Source: an optimization exercise on an open RTL-to-GDS flow (aim: small area and a short achievable clock period). Production flows keep margins and buffers that such runs may drop. No activity file was given, so power comes from the tool's default toggle rates.

## fpu16_top
module fpu16_top(
    input         aclk,
    input  [15:0] a,
    input  [15:0] b,
    input         a_valid,
    input         b_valid,
    output [15:0] add_result,
    output        add_valid,
    output [15:0] sub_result,
    output        sub_valid,
    output [15:0] mul_result,
    output        mul_valid,
    output [7:0]  cmp_result,
    output        cmp_valid
    );
    reg v0, v1, v2, v3, v4, v5;
    always @(posedge aclk) begin
        v0 <= a_valid & b_valid;
        v1 <= v0; v2 <= v1; v3 <= v2; v4 <= v3; v5 <= v4;
    end
    reg [15:0] a0, b0;
    reg cmp_q, a_gt;
    wire ge, mag_gt;
    fpu_cmp_core u_cmp(.a(a), .b(b), .ge(ge), .mag_gt(mag_gt));
    always @(posedge aclk) begin
        a0 <= a;
        b0 <= b;
        cmp_q <= ge;
        a_gt <= mag_gt;
    end
    assign cmp_result = {7'b0, cmp_q};
    assign cmp_valid = v0;
    wire [14:0] l0 = a_gt ? a0[14:0] : b0[14:0];
    wire [14:0] s0 = a_gt ? b0[14:0] : a0[14:0];
    wire hl0 = |l0[14:10];
    wire hs0 = |s0[14:10];
    wire [4:0] d0 = {l0[14:11], l0[10] | ~hl0} - {s0[14:11], s0[10] | ~hs0};
    wire [5:0] bn0, bo0, bt0;
    booth_enc11 u_be(.y({hs0, s0[9:0]}), .neg(bn0), .one(bo0), .two(bt0));
    reg [14:0] l1, s1;
    reg ls1, es1, fs1, hl1, hs1;
    reg [5:0] bo1, bt1;
    reg [4:0] d1;
    always @(posedge aclk) begin
        l1  <= l0;
        s1  <= s0;
        ls1 <= a_gt ? a0[15] : b0[15];
        es1 <= a0[15] ^ b0[15];
        fs1 <= a_gt ? a0[15] : ~b0[15];
        hl1 <= hl0;
        hs1 <= hs0;
        bo1 <= bo0;
        bt1 <= bt0;
        d1  <= d0;
    end
    wire [4:0] le1 = {l1[14:11], l1[10] | ~hl1};
    wire [4:0] se1 = {s1[14:11], s1[10] | ~hs1};
  ...
export LEC_CHECK = 0
export ABC_AREA = 1
export CAP_MARGIN = 20
export CORE_MARGIN = 2
export CORE_UTILIZATION = 60
export CTS_CLUSTER_DIAMETER = 100
export CTS_CLUSTER_SIZE = 30
export SETUP_SLACK_MARGIN = 5.0
export SLEW_MARGIN = 20
create_clock -name core_clock -period 8.0 [get_ports {aclk}]
standard.sh (not shown) runs the stock make flow with config.mk's settings and CLKGATE_MAP_FILE= SYNTH_SCRIPT=/design/flow/synth_recipe.tcl, a recipe that flattens the netlist after the stock synthesis.
==> flow/flow/run.sh <==
#!/bin/bash
# The standard layout, with buf_2 cells as the port buffers and setup repair
# aimed at a 2.72 ns period (slack margin 5.28 ns at the 8 ns clock).
set -euo pipefail
bash standard.sh SETUP_SLACK_MARGIN=5.28 "BUFFER_PORTS_ARGS=-buffer_cell sky130_fd_sc_hd__buf_2" finish > standard.log 2>&1
Change:
--- a/flow/design.v
+++ b/flow/design.v
@@ -240,29 +240,27 @@
     input  [11:0] op,
     output [3:0]  cnt
     );
     assign cnt =
         op[11] ? 4'd0 : op[10] ? 4'd1 : op[9] ? 4'd2 : op[8] ? 4'd3 :
         op[7] ? 4'd4 : op[6] ? 4'd5 : op[5] ? 4'd6 : op[4] ? 4'd7 :
         op[3] ? 4'd8 : op[2] ? 4'd9 : op[1] ? 4'd10 : op[0] ? 4'd11 : 4'd12;
 endmodule
 module fpu_cmp_core(
     input  [15:0] a,
     input  [15:0] b,
-    output        ge,
-    output        mag_gt
+    output        ge
     );
     wire gt, eq;
     mag_cmp15 u_mag(.x(a[14:0]), .y(b[14:0]), .gt(gt), .eq(eq));
     assign ge = (a[15] ^ b[15]) ? ~a[15] : (a[15] ? ~gt : (gt | eq));
-    assign mag_gt = gt;
 endmodule
 module mag_cmp15(
     input  [14:0] x,
     input  [14:0] y,
     output        gt,
     output        eq
     );
     wire [15:0] g0 = {1'b0, x & ~y};
     wire [15:0] e0 = {1'b1, ~(x ^ y)};
     wire [7:0] g1, e1;
     wire [3:0] g2, e2;
@@ -298,55 +296,58 @@
     output [15:0] mul_result,
     output        mul_valid,
     output [7:0]  cmp_result,
     output        cmp_valid
     );
     reg v0, v1, v2, v3, v4, v5;
     always @(posedge aclk) begin
         v0 <= a_valid & b_valid;
         v1 <= v0; v2 <= v1; v3 <= v2; v4 <= v3; v5 <= v4;
     end
     reg [15:0] a0, b0;
-    reg cmp_q, a_gt;
-    wire ge, mag_gt;
-    fpu_cmp_core u_cmp(.a(a), .b(b), .ge(ge), .mag_gt(mag_gt));
+    reg cmp_q;
+    wire ge;
+    fpu_cmp_core u_cmp(.a(a), .b(b), .ge(ge));
     always @(posedge aclk) begin
         a0 <= a;
         b0 <= b;
         cmp_q <= ge;
-        a_gt <= mag_gt;
     end
     assign cmp_result = {7'b0, cmp_q};
     assign cmp_valid = v0;
-    wire [14:0] l0 = a_gt ? a0[14:0] : b0[14:0];
-    wire [14:0] s0 = a_gt ? b0[14:0] : a0[14:0];
-    wire hl0 = |l0[14:10];
-    wire hs0 = |s0[14:10];
-    wire [4:0] d0 = {l0[14:11], l0[10] | ~hl0} - {s0[14:11], s0[10] | ~hs0};
-    wire [5:0] bn0, bo0, bt0;
-    booth_enc11 u_be(.y({hs0, s0[9:0]}), .neg(bn0), .one(bo0), .two(bt0));
+    wire a_gt, a_eq;
+    mag_cmp15 u_agt(.x(a0[14:0]), .y(b0[14:0]), .gt(a_gt), .eq(a_eq));
+    wire h_a0 = |a0[14:10];
+    wire h_b0 = |b0[14:10];
+    wire [4:0] ea0 = {a0[14:11], a0[10] | ~h_a0};
+    wire [4:0] eb0 = {b0[14:11], b0[10] | ~h_b0};
+    wire [4:0] dab = ea0 - eb0;
+    wire [4:0] dba = eb0 - ea0;
+    wire [5:0] bn_a, bo_a, bt_a, bn_b, bo_b, bt_b;
+    booth_enc11 u_bea(.y({h_a0, a0[9:0]}), .neg(bn_a), .one(bo_a), .two(bt_a));
+    booth_enc11 u_beb(.y({h_b0, b0[9:0]}), .neg(bn_b), .one(bo_b), .two(bt_b));
     reg [14:0] l1, s1;
     reg ls1, es1, fs1, hl1, hs1;
     reg [5:0] bo1, bt1;
     reg [4:0] d1;
     always @(posedge aclk) begin
-        l1  <= l0;
-        s1  <= s0;
+        l1  <= a_gt ? a0[14:0] : b0[14:0];
+        s1  <= a_gt ? b0[14:0] : a0[14:0];
         ls1 <= a_gt ? a0[15] : b0[15];
         es1 <= a0[15] ^ b0[15];
         fs1 <= a_gt ? a0[15] : ~b0[15];
-        hl1 <= hl0;
-        hs1 <= hs0;
-        bo1 <= bo0;
-        bt1 <= bt0;
-        d1  <= d0;
+        hl1 <= a_gt ? h_a0 : h_b0;
+        hs1 <= a_gt ? h_b0 : h_a0;
+        bo1 <= a_gt ? bo_b : bo_a;
+        bt1 <= a_gt ? bt_b : bt_a;
+        d1  <= a_gt ? dab : dba;
     end
     wire [4:0] le1 = {l1[14:11], l1[10] | ~hl1};
     wire [4:0] se1 = {s1[14:11], s1[10] | ~hs1};
     wire [13:0] s_ext = {hs1, s1[9:0], 3'b0};
     wire [13:0] s_shr = d1[4] ? 14'b0 : s_ext >> d1[3:0];
     wire [13:0] s_lost = d1[4] ? s_ext : s_ext & ~(14'h3fff << d1[3:0]);
     reg [14:0] l2;
     reg [13:0] sal2;
     reg ls2, es2, fs2, hl2, linf2, pani2, bz2;
     always @(posedge aclk) begin
         l2    <= l1;
Result:
- worst setup slack gains 30 ps
- wire length is higher by a few percent
- non-clock buffer count is lower by 22
- final area is higher slightly
- count of clock-buffer cells in the layout is higher by 1
- flip-flop and latch count is lower by 1
- global-route usage is higher by 0.89 points
- power is lower by a few percent
- hold slack loses 6.9 ps
- utilization is lower by 0.63 points
- synthesized cell count is higher by a few percent
- clock power is lower slightly
- cell count is higher by a few percent
No functional check of the RTL was part of any run of this note.

separate check: timing with driven ports:
The results above use ideal ports. As a check the final layouts listed here were re-extracted and re-timed, cells and wires unchanged.
Step 1: set_driving_cell puts a clkbuf_16 on aclk and a buf_2 on each other input, an assumption about the parent block.
Step 2 adds t to the input delays and takes it off the output delays; t is the mean of the earliest and latest rising clock arrival at the registers after step 1. Input paths then give back, and output paths get back, about the clock's delay inside the block.
Slacks: ideal / step 1 / step 2; pairs: ideal / step 1.
| run | t, ns | setup slack, ns | worst hold slack (ns) | worst register clock-pin slew, ns | worst slew at a driven data input, ns |
|---|---|---|---|---|---|
| the first run | 0.578 | 5.294 / 5.294 / 4.907 | 0.336 / 0.336 / 0.336 | 0.12 / 0.12 | 0.03 |
| the second run | 0.570 | 5.324 / 5.324 / 4.936 | 0.329 / 0.329 / 0.329 | 0.11 / 0.11 | 0.03 |
After both steps setup and hold are still met in every run listed. The setup slack of the second run, which loses most, moves by 0.000 ns with the drivers and by -0.388 ns with both steps.
